Context: an optimization exercise on an open-source flow, tuned for small area and a short achievable clock period. The choices shown serve that exercise and are no tape-out recipe. In this exercise RTL edits were held to simulation tests only and were not proved equivalent to the original.

## flow/constraint.sdc

```tcl
create_clock -name core_clock -period 10.0 [get_ports {rclk}]
set_input_delay 2.0000 -clock core_clock [delete_from_list [all_inputs] [get_ports {rclk}]]
set_output_delay 2.0000 -clock core_clock [all_outputs]
set_load 0.01 [all_outputs]
```

## flow/config.mk

```make
export PLATFORM = sky130hd
export DESIGN_NAME = sparc_mul_top
export DESIGN_NICKNAME = sparc_mul_top
export VERILOG_FILES = /design/flow/design.v
export SDC_FILE = /design/flow/constraint.sdc
export NUM_CORES = 4
export LEC_CHECK = 0
export CAP_MARGIN = 20
export CORE_MARGIN = 2
export CORE_UTILIZATION = 40
export SLEW_MARGIN = 20
```

## flow/design.v

```verilog
module dff (din, clk, q, se, si, so);
parameter SIZE = 1;
input	[SIZE-1:0]	din ;	 
input			clk ;	 
output	[SIZE-1:0]	q ;	 
input			se ;	 
input	[SIZE-1:0]	si ;	 
output	[SIZE-1:0]	so ;	 
reg 	[SIZE-1:0]	q ;
always @ (posedge clk)
  q[SIZE-1:0]  <= din[SIZE-1:0] ;
endmodule  
module dffre (din, rst, en, clk, q, se, si, so);
parameter SIZE = 1;
input	[SIZE-1:0]	din ;	 
input			en ;	 
input			rst ;	 
input			clk ;	 
output	[SIZE-1:0]	q ;	 
input			se ;	 
input	[SIZE-1:0]	si ;	 
output	[SIZE-1:0]	so ;	 
reg 	[SIZE-1:0]	q ;
always @ (posedge clk)
	q[SIZE-1:0]  <= (rst ? {SIZE{1'b0}} : ((en) ? din[SIZE-1:0] : q[SIZE-1:0])) ;
endmodule  
module mul64(rs1_l, rs2, valid, areg, accreg, x2, out, rclk, si, so, se, 
	mul_rst_l, mul_step);
	input	[63:0]		rs1_l;
	input	[63:0]		rs2;
	input			valid;
	input	[96:0]		areg;
	input	[135:129]	accreg;
	input			x2;
	input			rclk;
	input			si;
	input			se;
	input			mul_rst_l;
	input			mul_step;
	output			so;
	output	[135:0]		out;
reg [135:0] myout, myout_a1, myout_a2, myout_a3;
reg [63:0] rs1_ff;
reg [64:0] rs2_ff;
reg [63:0] par1, par2;
reg [64:0] par3, par4;
reg [5:0] state;
always @(posedge rclk)
  state <= {valid,state[5:1]};
always @(posedge rclk) begin
  if(mul_step) begin
    if(valid) begin
      rs1_ff <= ~rs1_l;
      rs2_ff <= x2 ? {rs2,1'b0} : {1'b0,rs2};
    end else begin
      rs1_ff <= {32'b0, rs1_ff[63:32]};
    end
    par1 <= (rs1_ff[31:0] * rs2_ff[31:0]);
    par3 <= rs1_ff[31:0] * rs2_ff[64:32];
    myout_a1 <= ({32'b0, myout_a1[135:32]} & {136{state[3]}}) + par1 + {par3, 32'b0} + areg;
    myout <= {(myout_a1[103:97]+accreg),myout_a1[96:0],myout[63:32]};
  end 
end
assign out = myout;
assign so = 1'b0;
endmodule
module sparc_mul_cntl(
  ecl_mul_req_vld,
  spu_mul_req_vld,
  spu_mul_acc,
  spu_mul_areg_shf,
  spu_mul_areg_rst,
  spu_mul_mulres_lshft,
  c0_act,
  spick,
  byp_sel,
  byp_imm,
  acc_imm,
  acc_actc2,
  acc_actc3,
  acc_actc5,
  acc_reg_enb,
  acc_reg_rst,
  acc_reg_shf,
  x2,
  mul_ecl_ack,
  mul_spu_ack,
  mul_spu_shf_ack,
  rst_l,
  rclk
  );
input		rclk;
input		rst_l;			 
input		ecl_mul_req_vld; 	 
input		spu_mul_req_vld;	 
input		spu_mul_acc;		 
input 		spu_mul_areg_shf;	 
input 		spu_mul_areg_rst;	 
input		spu_mul_mulres_lshft;	 
output		c0_act;			 
output		spick;
output		byp_sel;		 
output		byp_imm;
output		acc_imm;
output		acc_actc2, acc_actc3;	 
output		acc_actc5;		 
output		acc_reg_enb;		 
output		acc_reg_rst;		 
output		acc_reg_shf;		 
output		x2;
output		mul_ecl_ack;		 
output		mul_spu_ack;		 
output		mul_spu_shf_ack;	 
reg 		mul_ecl_ack_d;
reg		mul_spu_ack_d;
reg		c1_act;			 
reg		c2_act;			 
reg		c3_act;			 
reg		favor_e;		 
reg 		acc_actc1, acc_actc2, acc_actc3, acc_actc4, acc_actc5;
reg		acc_reg_shf, acc_reg_rst; 
wire		exu_req_vld, spu_req_vld;
wire		epick;			 
wire		nobyps;			 
wire		noshft;			 
wire		acc_reg_shf_in;
wire 		spu_mul_byp = ~spu_mul_acc ; 
wire		clk;
assign clk = rclk ;
assign	c0_act = epick | spick ;				 
assign  nobyps = c1_act | acc_actc2 | acc_actc3 | acc_actc4 ; 	 
assign  x2 = spick & spu_mul_mulres_lshft;
assign	exu_req_vld = ecl_mul_req_vld & ~c1_act ;
assign	spu_req_vld = spu_mul_req_vld & ~c1_act & ~(nobyps & spu_mul_byp); 
assign	epick = exu_req_vld & ( favor_e | ~spu_req_vld) ; 
assign  spick = spu_req_vld & (~favor_e | ~exu_req_vld) ;
assign    mul_spu_ack = rst_l & spick ;
assign    mul_ecl_ack = rst_l & epick ;
always @(posedge clk)
  begin
	mul_ecl_ack_d <= rst_l & epick ;
	mul_spu_ack_d <= rst_l & spick ;
	c1_act <= rst_l & c0_act ;
	c2_act <= rst_l & c1_act ; 
	c3_act <= rst_l & c2_act ; 
	favor_e <= rst_l & (mul_spu_ack_d & ~mul_ecl_ack_d);		
  end
assign 	byp_sel = spick & spu_mul_byp ;	 
assign  noshft = acc_actc1 | acc_actc2 | c3_act | acc_actc4 ;
assign  acc_reg_shf_in =   spu_mul_areg_shf &	 
			  ~noshft	    &	 
			  ~acc_reg_shf ;	 
always @(posedge clk)
  begin
	acc_reg_shf <= rst_l & acc_reg_shf_in ;		 
	acc_reg_rst <=  spu_mul_areg_rst ;		 
        acc_actc1 <= rst_l & (spick & spu_mul_acc) ;	 
        acc_actc2 <= rst_l & acc_actc1 ;			 
        acc_actc3 <= rst_l & acc_actc2 ;			 
        acc_actc4 <= rst_l & acc_actc3 ;			 
        acc_actc5 <= rst_l & acc_actc4 ;			 
  end
assign  mul_spu_shf_ack = acc_reg_shf;
assign 	byp_imm = acc_actc5 ;
assign 	acc_imm = (acc_actc2 & acc_actc4) | ((acc_actc2 | acc_actc3) & acc_actc5)  ; 
assign 	acc_reg_enb = acc_actc5 | acc_reg_shf;		 
endmodule  
module sparc_mul_dp(
  ecl_mul_rs1_data,
  ecl_mul_rs2_data,
  spu_mul_op1_data,
  spu_mul_op2_data,
  valid,
  spick,
  byp_sel,
  byp_imm,
  acc_imm,
  acc_actc2,
  acc_actc3,
  acc_actc5,
  acc_reg_enb,
  acc_reg_rst,
  acc_reg_shf,
  x2,
  mul_data_out,
  rst_l,
  si,
  so,
  se,
  rclk
  );
input [63:0]	ecl_mul_rs1_data;	 
input [63:0]	ecl_mul_rs2_data;	 
input [63:0]	spu_mul_op1_data;	 
input [63:0]	spu_mul_op2_data;	 
input		valid;			 
input 		spick;			 
input		byp_sel;		 
input		byp_imm;		 
input		acc_imm;		 
input		acc_actc2, acc_actc3;	 
input		acc_actc5;		 
input		acc_reg_enb;		 
input		acc_reg_rst;		 
input 		acc_reg_shf;		 
input		x2;			 
input		rst_l;			 
input		si;			 
input		se;			 
input		rclk;
output		so;			 
output [63:0]	mul_data_out;		 
wire  [63:0]	mul_op1_d, mul_op2_d, bypreg;
wire  [63:32]	mux1_reg, mux1_mou;
wire  [96:0]    mux2_reg, areg;
wire  [135:0]	mout, acc_reg_in, acc_reg;
wire 		op2_s0, op2_s1, op2_s2;
wire 		acc_reg_shf2, clk_enb1;
wire 		clk;
assign clk = rclk ;
  assign mul_op1_d = ({64{spick}}  & spu_mul_op1_data) |
                     ({64{~spick}} & ecl_mul_rs1_data );
  assign op2_s0 = ~spick;
  assign op2_s1 = spick & byp_sel ; 
  assign op2_s2 = spick & ~byp_sel ; 
  assign mul_op2_d = (op2_s0 & op2_s1)|(op2_s0 & op2_s2)|(op2_s1 & op2_s2) ? 64'hxx :
                     (op2_s0 ? ecl_mul_rs2_data : 
		     (op2_s1 ? bypreg : 
		     (op2_s2 ? spu_mul_op2_data : 64'hxx)
		      ));
  assign mux1_reg[63:32] = acc_actc2 ? acc_reg[31:0] 
				     : acc_reg[63:32] ;
  assign mux1_mou[63:32] = (acc_actc2 & acc_actc5) ? mout[31:0]
				     		   : mout[63:32] ;
  assign mux2_reg[96:0]  = acc_imm   ? {mout[128:64],mux1_mou[63:32]}
                                     : {acc_reg[128:64],mux1_reg[63:32]};
  assign areg[96:32] = mux2_reg[96:32] & {65{acc_actc3}} ;
  assign areg[31:0] =  mux2_reg[31:0]  & {32{(acc_actc3 | acc_actc2)}};
  mul64		mulcore(.rs1_l	(~mul_op1_d),
			.rs2	(mul_op2_d),
			.valid	(valid),
			.areg	(areg),
			.accreg	(acc_reg[135:129]),
			.x2	(x2),
			.out	(mout),
			.rclk	(clk),
			.si	(),
			.so	(),
			.se	(se),
			.mul_rst_l (rst_l),
			.mul_step  (1'b1)
			);
  dff        	dffshf (.din    (acc_reg_shf),
                        .clk    (clk),
                        .q      (acc_reg_shf2),
                        .se     (se),
                        .si     (),
                        .so     ()
                        );
  assign acc_reg_in  =	acc_reg_shf  ?	{64'b0,acc_reg[135:64]}
				     :	mout ;
  assign mul_data_out =	acc_reg_shf2 ?	acc_reg[63:0]
				     :	mout[63:0]	;
  dffre  #(136)  accum  (.din    (acc_reg_in),
                        .rst    (acc_reg_rst),
                        .en (acc_reg_enb | acc_reg_rst), .clk(clk),  
                        .q      (acc_reg),
                        .se     (se),
                        .si     (),
                        .so     ()
                        );
  assign bypreg =  byp_imm ? mout[63:0]
			   : acc_reg[63:0] ;
endmodule 
module sparc_mul_top( 
   mul_exu_ack, mul_spu_ack, mul_spu_shf_ack, mul_data_out,
   rclk, grst_l, exu_mul_input_vld, exu_mul_rs1_data, exu_mul_rs2_data, 
   spu_mul_req_vld, spu_mul_acc, spu_mul_areg_shf, spu_mul_areg_rst, 
   spu_mul_op1_data, spu_mul_op2_data, spu_mul_mulres_lshft
   );
input		rclk;
input		grst_l;			 
input		exu_mul_input_vld;	 
input [63:0]	exu_mul_rs1_data;	 
input [63:0]	exu_mul_rs2_data;	 
input		spu_mul_req_vld;	 
input		spu_mul_acc;		 
input		spu_mul_areg_shf;	 
input		spu_mul_areg_rst;	 
input [63:0]	spu_mul_op1_data;	 
input [63:0]	spu_mul_op2_data;	 
input spu_mul_mulres_lshft;
output		mul_exu_ack;		 
output		mul_spu_ack;		 
output		mul_spu_shf_ack;	 
output [63:0]	mul_data_out;		 
wire 		acc_imm, acc_actc2, acc_actc3, acc_actc5, acc_reg_enb;
wire 		acc_reg_rst, acc_reg_shf;
wire		byp_sel, byp_imm, spick, x2;
wire		c0_act;
wire 		rst_l;
wire		clk;
wire		se = 1'b0;		 
assign clk = rclk ;
dff		rstff	(
			.din	(grst_l),
			.clk	(clk),
			.q	(rst_l),
			.se	(se),
			.si	(),
			.so	()); 
sparc_mul_cntl	control	(
			.ecl_mul_req_vld  	(exu_mul_input_vld),
			.spu_mul_req_vld  	(spu_mul_req_vld),
			.spu_mul_acc	  	(spu_mul_acc),
			.spu_mul_areg_shf 	(spu_mul_areg_shf),
			.spu_mul_areg_rst 	(spu_mul_areg_rst),
			.spu_mul_mulres_lshft 	(spu_mul_mulres_lshft),
			.c0_act	  	  	(c0_act),
			.spick	  	  	(spick),
			.byp_sel	  	(byp_sel),
			.byp_imm	  	(byp_imm),
			.acc_imm 	  	(acc_imm),
			.acc_actc2 	  	(acc_actc2),
			.acc_actc3	  	(acc_actc3),
			.acc_actc5	  	(acc_actc5),
			.acc_reg_enb	  	(acc_reg_enb),
			.acc_reg_rst	  	(acc_reg_rst),
			.acc_reg_shf	  	(acc_reg_shf),
			.x2		  	(x2),
			.mul_ecl_ack	  	(mul_exu_ack),
			.mul_spu_ack	  	(mul_spu_ack),
			.mul_spu_shf_ack  	(mul_spu_shf_ack),
			.rst_l		  	(rst_l),
			.rclk 		  	(clk));
sparc_mul_dp	dpath 	(
			.ecl_mul_rs1_data 	(exu_mul_rs1_data),
			.ecl_mul_rs2_data 	(exu_mul_rs2_data),
			.spu_mul_op1_data 	(spu_mul_op1_data),
			.spu_mul_op2_data 	(spu_mul_op2_data),
			.valid		  	(c0_act),
			.spick		  	(spick),
			.byp_sel	  	(byp_sel),
			.byp_imm	  	(byp_imm),
			.acc_imm          	(acc_imm),
			.acc_actc2        	(acc_actc2),
                        .acc_actc3        	(acc_actc3),  
                        .acc_actc5        	(acc_actc5),  
                        .acc_reg_enb      	(acc_reg_enb),
                        .acc_reg_rst      	(acc_reg_rst),
                        .acc_reg_shf      	(acc_reg_shf),
			.x2		  	(x2),
			.mul_data_out	  	(mul_data_out),
			.rst_l		  	(rst_l),
			.si		  	(),
			.so		  	(),
			.se		  	(se),
			.rclk		  	(clk));
endmodule  
```

## flow/run.sh

```bash
#!/bin/bash
# synth_recipe.tcl (not shown) runs the flow's synth.tcl, then flattens the netlist and writes it again
# the make line also repeats each setting of config.mk as NAME=value (left out here)
make -C /OpenROAD-flow-scripts/flow DESIGN_CONFIG=/design/flow/config.mk WORK_HOME=/design/flow/orfs CLKGATE_MAP_FILE= SYNTH_SCRIPT=/design/flow/synth_recipe.tcl finish
```

==> impl_metrics.py <==
metrics = {
    "status": {
        "run_status": "no timing/DRC/antenna violations",
    },
    "cells_and_area": {
        "layout.cells.most_common": "sky130_fd_sc_hd__fa_1",
        "final_layout_size_suffix_gt1_frac": 0.0535,
        "area.growth.synth_to_final_pct": 9.84,
        "finish.cell_count_without_fillers": 14388,
        "final_nets": 13891,
        "final_cell_mix": "sky130_fd_sc_hd__fa_1, sky130_fd_sc_hd__inv_1, sky130_fd_sc_hd__nand2_1",
    },
    "setup_path": {
        "worst-r2r-cell-count": 22,
        "worst-endpoint-required_ns": 10.53,
        "setup.worst_path.end_class": "register",
        "crit-reg2reg-capture": "dpath.mulcore.par1[60]",
        "reg2reg_from": "dpath.mulcore.rs2_ff[10]",
        "timing.critical_path.fanout_max": 18,
        "critPathArrivalTime_ns": 9.46,
        "timing_worst_setup_path_type": "reg -> reg",
        "worst_r2r_setup_slack_ns": 1.07,
        "cp-start-kind": "register",
    },
    "sta": {
        "final_hold_viol_count": 0,
        "setup_violations": 0,
        "drv_slew": 0,
        "tightest_slew_ns": 1.21,
        "setup-tns-final_ns": 0,
        "rsz0062_at_grt": "false",
        "final.setup_skew_ns": 0.105,
        "maxClockFrequency_mhz": 112,
        "fin_crit_period_ns": 8.93,
        "maxSlewHeadroom": 0.192,
        "holdWs_ns": 0.321,
        "period_share": 0.893,
    },
    "die": {
        "floorplan.core_area_sq_um": 248000,
        "die_w_microns": 503,
        "vert_die_dim_microns": 503,
        "fp.dieArea_sq_um": 253000,
        "floorplan.initialDensity": 0.401,
        "fp-row-count": 183,
        "floorplan.io_pins": 331,
    },
    "global_route": {
        "via_count_of_the_first_global_routing_pass": 82061,
        "grt.total_usage": 0.277,
        "grt_start_max_net_pins": 111,
        "antenna_found_initial": 27,
        "grt_first_pass_wirelength_mm": 521,
        "grt_ovf": 0,
    },
    "clock_tree": {
        "clk_transition_reported_paths_ns": 0.06,
        "cts_repair_resize_count": 0,
        "ctsHoldBuffers": 0,
        "root_buffer": "sky130_fd_sc_hd__clkbuf_16",
        "clock-sinks": 647,
        "cts_tree": "built",
        "htree_levels": 3,
        "cts_setup_buffers": 0,
        "clock_latency_ns": 0.75,
        "ctsLongestPathBuffers": 3,
        "numCtsBuffers": 79,
    },
    "placed_design": {
        "dp_hpwl_mm": 289,
        "port_buffers": 330,
        "gp_congestion": 0.999,
        "dpl.cell_count": 14230,
    },
    "min_path": {
        "hold_depth": 0,
        "holdCritPathClass": "reg -> reg",
        "min-delay-start": "dpath.mulcore.myout_a1[30]",
        "min_to": "dpath.mulcore.myout[62]",
    },
    "route": {
        "wirelength_mm": 347,
        "wire_per_inst_microns": 24.1,
        "first_pass_iters": 5,
        "ant_nets": 0,
        "post_drt_via_cell_ratio": 5.33,
        "dr.first_iter.drc_count": 5864,
        "num_vias": 76633,
        "drc_markers": 0,
    },
    "synth": {
        "syn_area_sq_um": 99400,
        "post_synth_num_cell_types": 90,
        "synth_top_area_frac": 0.387,
        "dominantRegCellSynth": "sky130_fd_sc_hd__dfxtp_1",
        "synthArstFlopShare": 0,
        "cells_after_synth": 11011,
        "biggest_area_consumer_among_synthesized_cells": "sky130_fd_sc_hd__fa_1",
        "synthTopCellsByArea": "sky130_fd_sc_hd__fa_1, sky130_fd_sc_hd__dfxtp_1, sky130_fd_sc_hd__ha_1",
        "synth_sequential_area_ratio": 0.137,
        "synth_enable_flop_cells": 65,
        "post_synth.cell_area_avg_sq_um": 9.03,
        "postSynthRegisterBits": 647,
        "synth_warnings": 4,
        "synth_nets": 13918,
    },
    "flow_run": {
        "cap_violations": 0,
    },
}
## Yosys cell counts, drive strengths merged (67+ instances only)
cell and count:
nand2 1684, a21oi 330, dfxtp 582, mux2 128, fa 1924, mux2i 143, clkbuf 611, nor2b 78
o21ai 233, ha 719, xor2 76, a21o 142, a21boi 80, inv 1854, nand4 67, nor3 105
xnor2 140, and2 1047, nor2 508
## how the worst max path moves through the flow
stage                                  start                      to  slack (ns)  depth (start not counted)
floorplan           dpath.mulcore.rs1_ff[17]  dpath.mulcore.par1[61]        2.57                         23
global placement    dpath.mulcore.rs2_ff[60]  dpath.mulcore.par3[62]        1.15                         24
detailed placement  dpath.mulcore.rs2_ff[47]  dpath.mulcore.par3[63]        1.11                         23
CTS                 dpath.mulcore.rs2_ff[47]  dpath.mulcore.par3[63]        1.12                         23
global route         dpath.mulcore.rs1_ff[8]  dpath.mulcore.par3[63]        0.86                         23
finish              dpath.mulcore.rs2_ff[10]  dpath.mulcore.par1[60]        1.07                         22
## critical path, stage by stage, from the launching register on
cell and delay, ns:
sky130_fd_sc_hd__edfxtp_1 0.92, sky130_fd_sc_hd__buf_4 0.38, sky130_fd_sc_hd__nand2_1 0.11, sky130_fd_sc_hd__fa_1 0.52
sky130_fd_sc_hd__fa_1 0.56, sky130_fd_sc_hd__fa_1 0.53, sky130_fd_sc_hd__fa_1 0.51, sky130_fd_sc_hd__inv_1 0.05
sky130_fd_sc_hd__fa_1 0.57, sky130_fd_sc_hd__fa_1 0.44, sky130_fd_sc_hd__fa_1 0.51, sky130_fd_sc_hd__fa_1 0.42
sky130_fd_sc_hd__ha_1 0.54, sky130_fd_sc_hd__nand2_1 0.19, sky130_fd_sc_hd__or3_1 0.43, sky130_fd_sc_hd__nor2_1 0.17
sky130_fd_sc_hd__nand3_1 0.09, sky130_fd_sc_hd__o21ai_0 0.17, sky130_fd_sc_hd__buf_4 0.21, sky130_fd_sc_hd__a31oi_1 0.31
sky130_fd_sc_hd__o31ai_1 0.67, sky130_fd_sc_hd__a31oi_1 0.22, sky130_fd_sc_hd__xnor2_1 0.17
## metrics by stage
step / setup slack, ns / util / instance area [sq um]
finish: 1.07 / 0.440 / 109000
floorplan: 2.57 / - / 99400
CTS: 1.12 / 0.440 / 109000
global placement: 1.15 / 0.429 / 106000
detailed placement: 1.11 / 0.429 / 106000
global route: 0.856 / 0.440 / 109000
## cell type report
class	count	area [sq um]
Sequential cell	647	13700
Clock inverter	52	694
Tap cell	3330	4170
Fill cell	24105	139000
Timing Repair Buffer	569	5300
Multi-Input combinational cell	7833	76300
Antenna cell	8	20.0
Inverter	1854	6960
Clock buffer	95	2110
## state kept, by name, summed over array words and instances (netlist names), 3 cells and up
| register | flops |
|---|---|
| dpath.mulcore.myout | 136 |
| dpath.mulcore.rs1_ff | 64 |
| dpath.mulcore.par3 | 65 |
| dpath.mulcore.state | 3 |
| dpath.mulcore.rs2_ff | 65 |
| dpath.mulcore.myout_a1 | 99 |
| dpath.accum.q | 136 |
| dpath.mulcore.par1 | 64 |
## cells by family after synthesis
logic type	after synthesis	synth area share
and+or+nand+nor	3610	0.171
adders and majority gates	2643	0.478
buffers and inverters	2531	0.0963
AOI/OAI and AO/OA	1093	0.0702
DFF	647	0.137
muxes	271	0.0289
xor gates and xnor gates	216	0.0190
## per-layer routing
metal / up-vias / track usage / share of wire
met4: 8 / 0.117 / 0.049
met2: 2932 / 0.448 / 0.46
li1: 33486 / - / -
met3: 619 / 0.0512 / 0.077
met1: 39588 / 0.363 / 0.41
met5: - / 0 / 0.00014

-- port drivers added, routing unchanged --
How much do the figures lean on ideal ports? The routed layout below was timed once more, with nothing changed but the port constraints. Step 1, drivers: a clkbuf_16 drives rclk and a buf_2 each remaining input, both assumed. Step 2 also shifts input and output timing later by t, the mid clock arrival at the registers, as if the neighbouring blocks saw the same clock. Slacks: ideal ports / drivers / drivers and shift; pairs: ideal ports / drivers.
shift t [ns]: 0.786
setup slack, ns: 1.067 / 1.067 / 1.067
slew at the worst register clock pin (ns): 0.07 / 0.07
cell pins on the clock port's net: 1
After both steps setup and hold are still met in this run. For this run, drivers alone change the setup slack by 0.000 ns; drivers and shift together by 0.000 ns.
